This design comes from an exercise in tuning for small area on the open sky130 flow, not from production work. In this exercise RTL edits were held to simulation tests only and were not proved equivalent to the original. No driver is modelled on the clock port, so clock power and skew are understated where the tree is cut down; a real chip needs a root buffer or a tree. Power and IR drop assume default switching activity.

==> run a: inputs <==
// simondicefinal
module simondicefinal (
  input rst,
  input clk,
  input gen,
  input in1,
  input in2,
  input in3,
  input in4,
  output rgen,
  output led1,
  output led2,
  output led3,
  output led4,
  output win,
  output lose,
  output [3:0] oute
);
clock: 10.0 ns
lec_check: 0
abc_area: 1
cap_margin: 20
core_margin: 2
core_utilization: 80
slew_margin: 20
standard.sh (not shown) runs the stock make flow with config.mk's settings and CLKGATE_MAP_FILE= SYNTH_SCRIPT=/design/flow/synth_recipe.tcl, a recipe that flattens the netlist after the stock synthesis.
==> flow/flow/run.sh <==
#!/bin/bash
# Layout flow: the standard flow (standard.sh) for synthesis, floorplan,
# placement, routing and finishing; only the clock tree step is replaced by
# clock_tree.tcl, which has the clock port drive four clock buffers, one per
# quadrant of the placed flip-flops, instead of TritonCTS's H-tree with its
# dummy loads. Each tool's output goes to a log file of its own here.
set -euo pipefail
cd "$(dirname "$0")/.."
bash standard.sh synth floorplan place > standard_place.log 2>&1
openroad -no_init -exit flow/clock_tree.tcl > clock_tree.log 2>&1
bash standard.sh finish > standard_finish.log 2>&1
==> flow/flow/clock_tree.tcl <==
# Clock tree for the placed design: the clock port drives NB buffers, each
# buffer drives the flip-flops of one quadrant (flip-flops split in two by x,
# then each half in two by y). Writes the cts results the standard flow's make expects.
set P $::env(FLOW_HOME)/platforms/$::env(FLOW_PLATFORM)
set R orfs/results/$::env(FLOW_PLATFORM)/simondicefinal/base
read_lef $P/lef/sky130_fd_sc_hd.tlef
read_lef $P/lef/sky130_fd_sc_hd_merged.lef
read_liberty $P/lib/sky130_fd_sc_hd__tt_025C_1v80.lib
read_db $R/3_place.odb
read_sdc $R/3_place.sdc
source $P/setRC.tcl

set block [ord::get_db_block]
set clk [$block findNet clk]
set master [[ord::get_db] findMaster sky130_fd_sc_hd__clkbuf_16]

set sinks {}
foreach it [$clk getITerms] {
  set loc [[$it getInst] getLocation]
  lappend sinks [list [lindex $loc 0] [lindex $loc 1] $it]
}
proc halves {l idx} {
  set l [lsort -integer -index $idx $l]
  set h [expr {[llength $l] / 2}]
  return [list [lrange $l 0 [expr {$h - 1}]] [lrange $l $h end]]
}
set groups {}
foreach half [halves $sinks 0] {
  foreach q [halves $half 1] { lappend groups $q }
}
set i 0
foreach grp $groups {
  set b [odb::dbInst_create $block $master "clkbuf_q$i"]
  set net [odb::dbNet_create $block "clknet_q$i"]
  $net setSigType CLOCK
  [$b findITerm A] connect $clk
  [$b findITerm X] connect $net
  set sx 0
  set sy 0
  foreach s $grp {
    set it [lindex $s 2]
    $it disconnect
    $it connect $net
    set sx [expr {$sx + [lindex $s 0]}]
    set sy [expr {$sy + [lindex $s 1]}]
  }
  set k [llength $grp]
  $b setLocation [expr {$sx / $k}] [expr {$sy / $k}]
  $b setPlacementStatus PLACED
  incr i
}

set_propagated_clock [all_clocks]
detailed_placement
estimate_parasitics -placement
report_clock_skew
puts "worst setup slack [worst_slack -max] hold slack [worst_slack -min]"
check_placement -verbose
write_db $R/4_1_cts.odb
write_sdc -no_timestamp $R/4_cts.sdc
==> inputs of run b, as changes to run a <==
--- a/flow/design.v
+++ b/flow/design.v
@@ -143,18 +143,15 @@
   always @(posedge clk) begin
     b0 <= b1;
     b1 <= b2;
     b2 <= b3;
     b3 <= nb;
   end
   always @(posedge clk) begin
-    if (r | (tk & first)) begin
-      f431 <= 1'b0; f443 <= 1'b0; f181 <= 1'b0; f179 <= 1'b0;
-      f47 <= 1'b0; f37 <= 1'b0; f25 <= 1'b0; f11 <= 1'b0;
-    end else if (tk) begin
+    if (tk) begin
       f431 <= a1[8] & ~a1[7] & ~a1[6] & ~a1[5] & a1[4] & a1[2] & a1[1] & ~a1[0];
       f443 <= ~a2[8] & ~a2[7] & ~a2[6] & a2[5] & ~a2[4] & a2[3] & ~a2[2] & ~a2[1] & ~a2[0];
       f181 <= a3[8] & ~a3[7] & a3[6] & ~a3[4] & ~a3[1];
       f179 <= ~na[8] & na[6] & ~na[5] & na[4] & ~na[2];
       f47 <= ~b1[5] & b1[4] & ~b1[3] & ~b1[1];
       f37 <= ~b2[4] & b2[3] & ~b2[1] & b2[0];
       f25 <= b3[5] & ~b3[3] & ~b3[0];
@@ -164,16 +161,16 @@
   wire e_do  = w3 & f11 & f181;
   wire e_re  = w4 & f25 & f47;
   wire e_mi  = f11 & f431;
   wire e_fa  = f25 & f179;
   wire e_sol = w9 & f443;
   wire e_la  = w32 & w3 & f37;
   wire eni = any | win | lose;
-  wire co = b[0] ? e_do : b[1] ? e_re : b[2] ? e_mi : b[3] ? e_fa :
-            win ? e_sol : lose ? e_la : 1'b0;
+  wire co = ~first & (b[0] ? e_do : b[1] ? e_re : b[2] ? e_mi : b[3] ? e_fa :
+            win ? e_sol : lose ? e_la : 1'b0);
   reg coq;
   reg [4:0] ni;
   wire step = co & ~coq & eni;
   reg nf;
   always @(*) begin
     case (ni)
       5'd0, 5'd1, 5'd2, 5'd3, 5'd4, 5'd5, 5'd6, 5'd7, 5'd8, 5'd9, 5'd11, 5'd13, 5'd15, 5'd26, 5'd28, 5'd30: nf = 1'b1;
==> flow/flow/run.sh (replaced) <==
#!/bin/bash
# Layout flow: the standard flow (standard.sh) with these changes.
#  - Synthesis is the standard one, except that ABC maps the logic with
#    flow/abc_area.script (repeated area mapping) instead of ORFS's
#    abc_area.script; the flip-flops are mapped before ABC, as usual.
#  - The clock tree is built by flow/clock_tree.tcl: the clock port drives
#    four clock buffers, one per quadrant of the placed flip-flops, instead of
#    TritonCTS's H-tree with its dummy loads.
#  - Every input and output port still gets a buffer, but the smallest
#    buffer cell (buf_1) instead of clkdlybuf4s50_1.
# Each tool's output goes to a log file of its own here.
set -euo pipefail
cd "$(dirname "$0")/.."
rm -rf scripts_abc
cp -r "$FLOW_HOME/scripts" scripts_abc
cp flow/abc_area.script scripts_abc/abc_area.script
bash standard.sh SCRIPTS_DIR="$PWD/scripts_abc" synth > standard_synth.log 2>&1
BUFFER_PORTS_ARGS="-inputs -outputs -buffer_cell sky130_fd_sc_hd__buf_1" bash standard.sh floorplan place > standard_place.log 2>&1
openroad -no_init -exit flow/clock_tree.tcl > clock_tree.log 2>&1
bash standard.sh finish > standard_finish.log 2>&1
==> flow/flow/abc_area.script (new file) <==
strash
dch -f
map -a
mfs2
strash
dch -f
map -a
mfs2
strash
dch -f
map -a
mfs2
strash
dch -f
map -a
topo
==> inputs of run c, as changes to run a <==
--- a/flow/design.v
+++ b/flow/design.v
@@ -143,18 +143,15 @@
   always @(posedge clk) begin
     b0 <= b1;
     b1 <= b2;
     b2 <= b3;
     b3 <= nb;
   end
   always @(posedge clk) begin
-    if (r | (tk & first)) begin
-      f431 <= 1'b0; f443 <= 1'b0; f181 <= 1'b0; f179 <= 1'b0;
-      f47 <= 1'b0; f37 <= 1'b0; f25 <= 1'b0; f11 <= 1'b0;
-    end else if (tk) begin
+    if (tk) begin
       f431 <= a1[8] & ~a1[7] & ~a1[6] & ~a1[5] & a1[4] & a1[2] & a1[1] & ~a1[0];
       f443 <= ~a2[8] & ~a2[7] & ~a2[6] & a2[5] & ~a2[4] & a2[3] & ~a2[2] & ~a2[1] & ~a2[0];
       f181 <= a3[8] & ~a3[7] & a3[6] & ~a3[4] & ~a3[1];
       f179 <= ~na[8] & na[6] & ~na[5] & na[4] & ~na[2];
       f47 <= ~b1[5] & b1[4] & ~b1[3] & ~b1[1];
       f37 <= ~b2[4] & b2[3] & ~b2[1] & b2[0];
       f25 <= b3[5] & ~b3[3] & ~b3[0];
@@ -164,16 +161,16 @@
   wire e_do  = w3 & f11 & f181;
   wire e_re  = w4 & f25 & f47;
   wire e_mi  = f11 & f431;
   wire e_fa  = f25 & f179;
   wire e_sol = w9 & f443;
   wire e_la  = w32 & w3 & f37;
   wire eni = any | win | lose;
-  wire co = b[0] ? e_do : b[1] ? e_re : b[2] ? e_mi : b[3] ? e_fa :
-            win ? e_sol : lose ? e_la : 1'b0;
+  wire co = ~first & (b[0] ? e_do : b[1] ? e_re : b[2] ? e_mi : b[3] ? e_fa :
+            win ? e_sol : lose ? e_la : 1'b0);
   reg coq;
   reg [4:0] ni;
   wire step = co & ~coq & eni;
   reg nf;
   always @(*) begin
     case (ni)
       5'd0, 5'd1, 5'd2, 5'd3, 5'd4, 5'd5, 5'd6, 5'd7, 5'd8, 5'd9, 5'd11, 5'd13, 5'd15, 5'd26, 5'd28, 5'd30: nf = 1'b1;
==> flow/flow/run.sh (replaced) <==
#!/bin/bash
# Layout flow: the standard flow (standard.sh) with two changes.
#  - Synthesis is the standard one, except that ABC maps the logic with
#    flow/abc_area.script (repeated area mapping) instead of ORFS's
#    abc_area.script; the flip-flops are mapped before ABC, as usual.
#  - The clock tree is built by flow/clock_tree.tcl: the clock port drives
#    four clock buffers, one per quadrant of the placed flip-flops, instead of
#    TritonCTS's H-tree with its dummy loads.
# Each tool's output goes to a log file of its own here.
set -euo pipefail
cd "$(dirname "$0")/.."
rm -rf scripts_abc
cp -r "$FLOW_HOME/scripts" scripts_abc
cp flow/abc_area.script scripts_abc/abc_area.script
bash standard.sh SCRIPTS_DIR="$PWD/scripts_abc" synth > standard_synth.log 2>&1
bash standard.sh floorplan place > standard_place.log 2>&1
openroad -no_init -exit flow/clock_tree.tcl > clock_tree.log 2>&1
bash standard.sh finish > standard_finish.log 2>&1
==> flow/flow/abc_area.script (new file) <==
strash
dch -f
map -a
mfs2
strash
dch -f
map -a
mfs2
strash
dch -f
map -a
mfs2
strash
dch -f
map -a
topo
==> inputs of run d, as changes to run a <==
--- a/flow/design.v
+++ b/flow/design.v
@@ -143,18 +143,15 @@
   always @(posedge clk) begin
     b0 <= b1;
     b1 <= b2;
     b2 <= b3;
     b3 <= nb;
   end
   always @(posedge clk) begin
-    if (r | (tk & first)) begin
-      f431 <= 1'b0; f443 <= 1'b0; f181 <= 1'b0; f179 <= 1'b0;
-      f47 <= 1'b0; f37 <= 1'b0; f25 <= 1'b0; f11 <= 1'b0;
-    end else if (tk) begin
+    if (tk) begin
       f431 <= a1[8] & ~a1[7] & ~a1[6] & ~a1[5] & a1[4] & a1[2] & a1[1] & ~a1[0];
       f443 <= ~a2[8] & ~a2[7] & ~a2[6] & a2[5] & ~a2[4] & a2[3] & ~a2[2] & ~a2[1] & ~a2[0];
       f181 <= a3[8] & ~a3[7] & a3[6] & ~a3[4] & ~a3[1];
       f179 <= ~na[8] & na[6] & ~na[5] & na[4] & ~na[2];
       f47 <= ~b1[5] & b1[4] & ~b1[3] & ~b1[1];
       f37 <= ~b2[4] & b2[3] & ~b2[1] & b2[0];
       f25 <= b3[5] & ~b3[3] & ~b3[0];
@@ -164,16 +161,16 @@
   wire e_do  = w3 & f11 & f181;
   wire e_re  = w4 & f25 & f47;
   wire e_mi  = f11 & f431;
   wire e_fa  = f25 & f179;
   wire e_sol = w9 & f443;
   wire e_la  = w32 & w3 & f37;
   wire eni = any | win | lose;
-  wire co = b[0] ? e_do : b[1] ? e_re : b[2] ? e_mi : b[3] ? e_fa :
-            win ? e_sol : lose ? e_la : 1'b0;
+  wire co = ~first & (b[0] ? e_do : b[1] ? e_re : b[2] ? e_mi : b[3] ? e_fa :
+            win ? e_sol : lose ? e_la : 1'b0);
   reg coq;
   reg [4:0] ni;
   wire step = co & ~coq & eni;
   reg nf;
   always @(*) begin
     case (ni)
       5'd0, 5'd1, 5'd2, 5'd3, 5'd4, 5'd5, 5'd6, 5'd7, 5'd8, 5'd9, 5'd11, 5'd13, 5'd15, 5'd26, 5'd28, 5'd30: nf = 1'b1;
==> flow/flow/run.sh (replaced) <==
#!/bin/bash
# Layout flow: the standard flow (standard.sh) with these changes.
#  - Synthesis is the standard one, except that ABC maps the logic with
#    flow/abc_area.script (repeated area mapping) instead of ORFS's
#    abc_area.script, and adders are left to ABC instead of being mapped to
#    half/full adder cells first; the flip-flops are mapped before ABC, as
#    usual.
#  - The clock tree is built by flow/clock_tree.tcl: the clock port drives
#    four clock buffers, one per quadrant of the placed flip-flops, instead of
#    TritonCTS's H-tree with its dummy loads.
#  - Every input and output port still gets a buffer, but the smallest
#    buffer cell (buf_1) instead of clkdlybuf4s50_1.
# Each tool's output goes to a log file of its own here.
set -euo pipefail
cd "$(dirname "$0")/.."
rm -rf scripts_abc
cp -r "$FLOW_HOME/scripts" scripts_abc
cp flow/abc_area.script scripts_abc/abc_area.script
bash standard.sh SCRIPTS_DIR="$PWD/scripts_abc" ADDER_MAP_FILE= synth > standard_synth.log 2>&1
BUFFER_PORTS_ARGS="-inputs -outputs -buffer_cell sky130_fd_sc_hd__buf_1" bash standard.sh floorplan place > standard_place.log 2>&1
openroad -no_init -exit flow/clock_tree.tcl > clock_tree.log 2>&1
bash standard.sh finish > standard_finish.log 2>&1
==> flow/flow/abc_area.script (new file) <==
strash
&get -n
&fraig -x
&put
dc2
dch -f
amap
mfs2
strash
dch -f
amap
mfs2
strash
dch -f
amap
topo
==> comparison <==
In run a the first-iteration DRC count is larger than in run b, by about 56%.
Sequential share of layout area: run a < run c < run b < run d.
Register-to-register slack: run d < run b < run c < run a.
Against run a, the synthesized cell count of run d is lower by 24%.
Clock skew, lowest first: run c, run d, run b, run a.
In run b the global-route usage is lower than in run a, by 3.5 points.
Of run c and run d, run c has the higher combinational power (gap 44%, measured against run d).
Flip-flop and latch count is the same in run c and run a.
The lowest design area belongs to run d, the highest to run a.
Against run d, the setup slack of run a is lower by 490 ps.
==> figures <==
Outcome: run a no timing/DRC/antenna violations; run c no timing/DRC/antenna violations; run d no timing/DRC/antenna violations; run b no timing/DRC/antenna violations
Worst Reg2Reg Path Length in Cells: run a 15; run c 13; run d 15; run b 13
Power in the clock group: run a 182 uW; run c 180 uW; run d 178 uW; run b 180 uW
Number of cells on the critical path: run a 13; run c 11; run d 10; run b 11
Post-Synthesis Net Count: run a 566; run c 493; run d 416; run b 493
Count of multi-input gates: run a 335; run c 275; run d 248; run b 275
Seq. pwr: run a 511 uW; run c 514 uW; run d 502 uW; run b 515 uW
Routed metal-1 wirelength: run a 4200 um; run c 3910 um; run d 3330 um; run b 3850 um
Crit path setup slack, layout: run a 5010 ps; run c 5200 ps; run d 5500 ps; run b 5610 ps
Fill count: run a 284; run c 230; run d 231; run b 266
Fraction of area in registers: run a 48.6%; run c 52.7%; run d 58.8%; run b 54.0%
Met3 Usage GRT: run a 4.20%; run c 2.12%; run d 3.43%; run b 2.59%
Clock group share of total power: run a 23.4%; run c 23.3%; run d 24.2%; run b 23.4%
Area after DPL: run a 4720 um^2; run c 4490 um^2; run d 4020 um^2; run b 4390 um^2
Post-Synthesis Cell Area: run a 4490 um^2; run c 4240 um^2; run d 3890 um^2; run b 4240 um^2
Cell total after placement: run a 620; run c 551; run d 480; run b 551
Drt via density: run a 6.02; run c 5.99; run d 6.47; run b 6.03
Power per cell area: run a 161 nW/um^2; run c 169 nW/um^2; run d 179 nW/um^2; run b 172 nW/um^2
Global-route wire length before repair: run a 17500 um; run c 16300 um; run d 13400 um; run b 15400 um
Wire length on met3: run a 710 um; run c 514 um; run d 613 um; run b 481 um
Total Die Area: run a 6230 um^2; run c 5890 um^2; run d 5430 um^2; run b 5890 um^2
In every run of this note, the design's own scripts or RTL, not TritonCTS, make the clock network.

[what the ideal ports hide]
How much do the figures lean on ideal ports? The routed layouts below were timed once more, with nothing changed but the port constraints.
Step 1: set_driving_cell puts a clkbuf_16 on clk and a buf_2 on each other input, an assumption about the parent block.
Step 2 times the ports against the registers' clock, not the clock port: input delays grow and output delays shrink by t, the midpoint of the rising clock arrivals with the driver on.
Slacks: no drivers / after step 1 / after step 2; pairs: no drivers / after step 1.
run	t, ns	setup slack, ns	worst setup path at the end	clock arrival spread, ns
run a	0.237	5.012 / 4.936 / 5.173	register to output	0.017 / 0.018
run b	0.236	5.613 / 5.537 / 5.773	register to output	0.016 / 0.016
run c	0.232	5.197 / 5.125 / 5.357	register to output	0.012 / 0.013
run d	0.235	5.498 / 5.425 / 5.660	register to output	0.016 / 0.016
After both steps setup and hold are still met in every run listed.
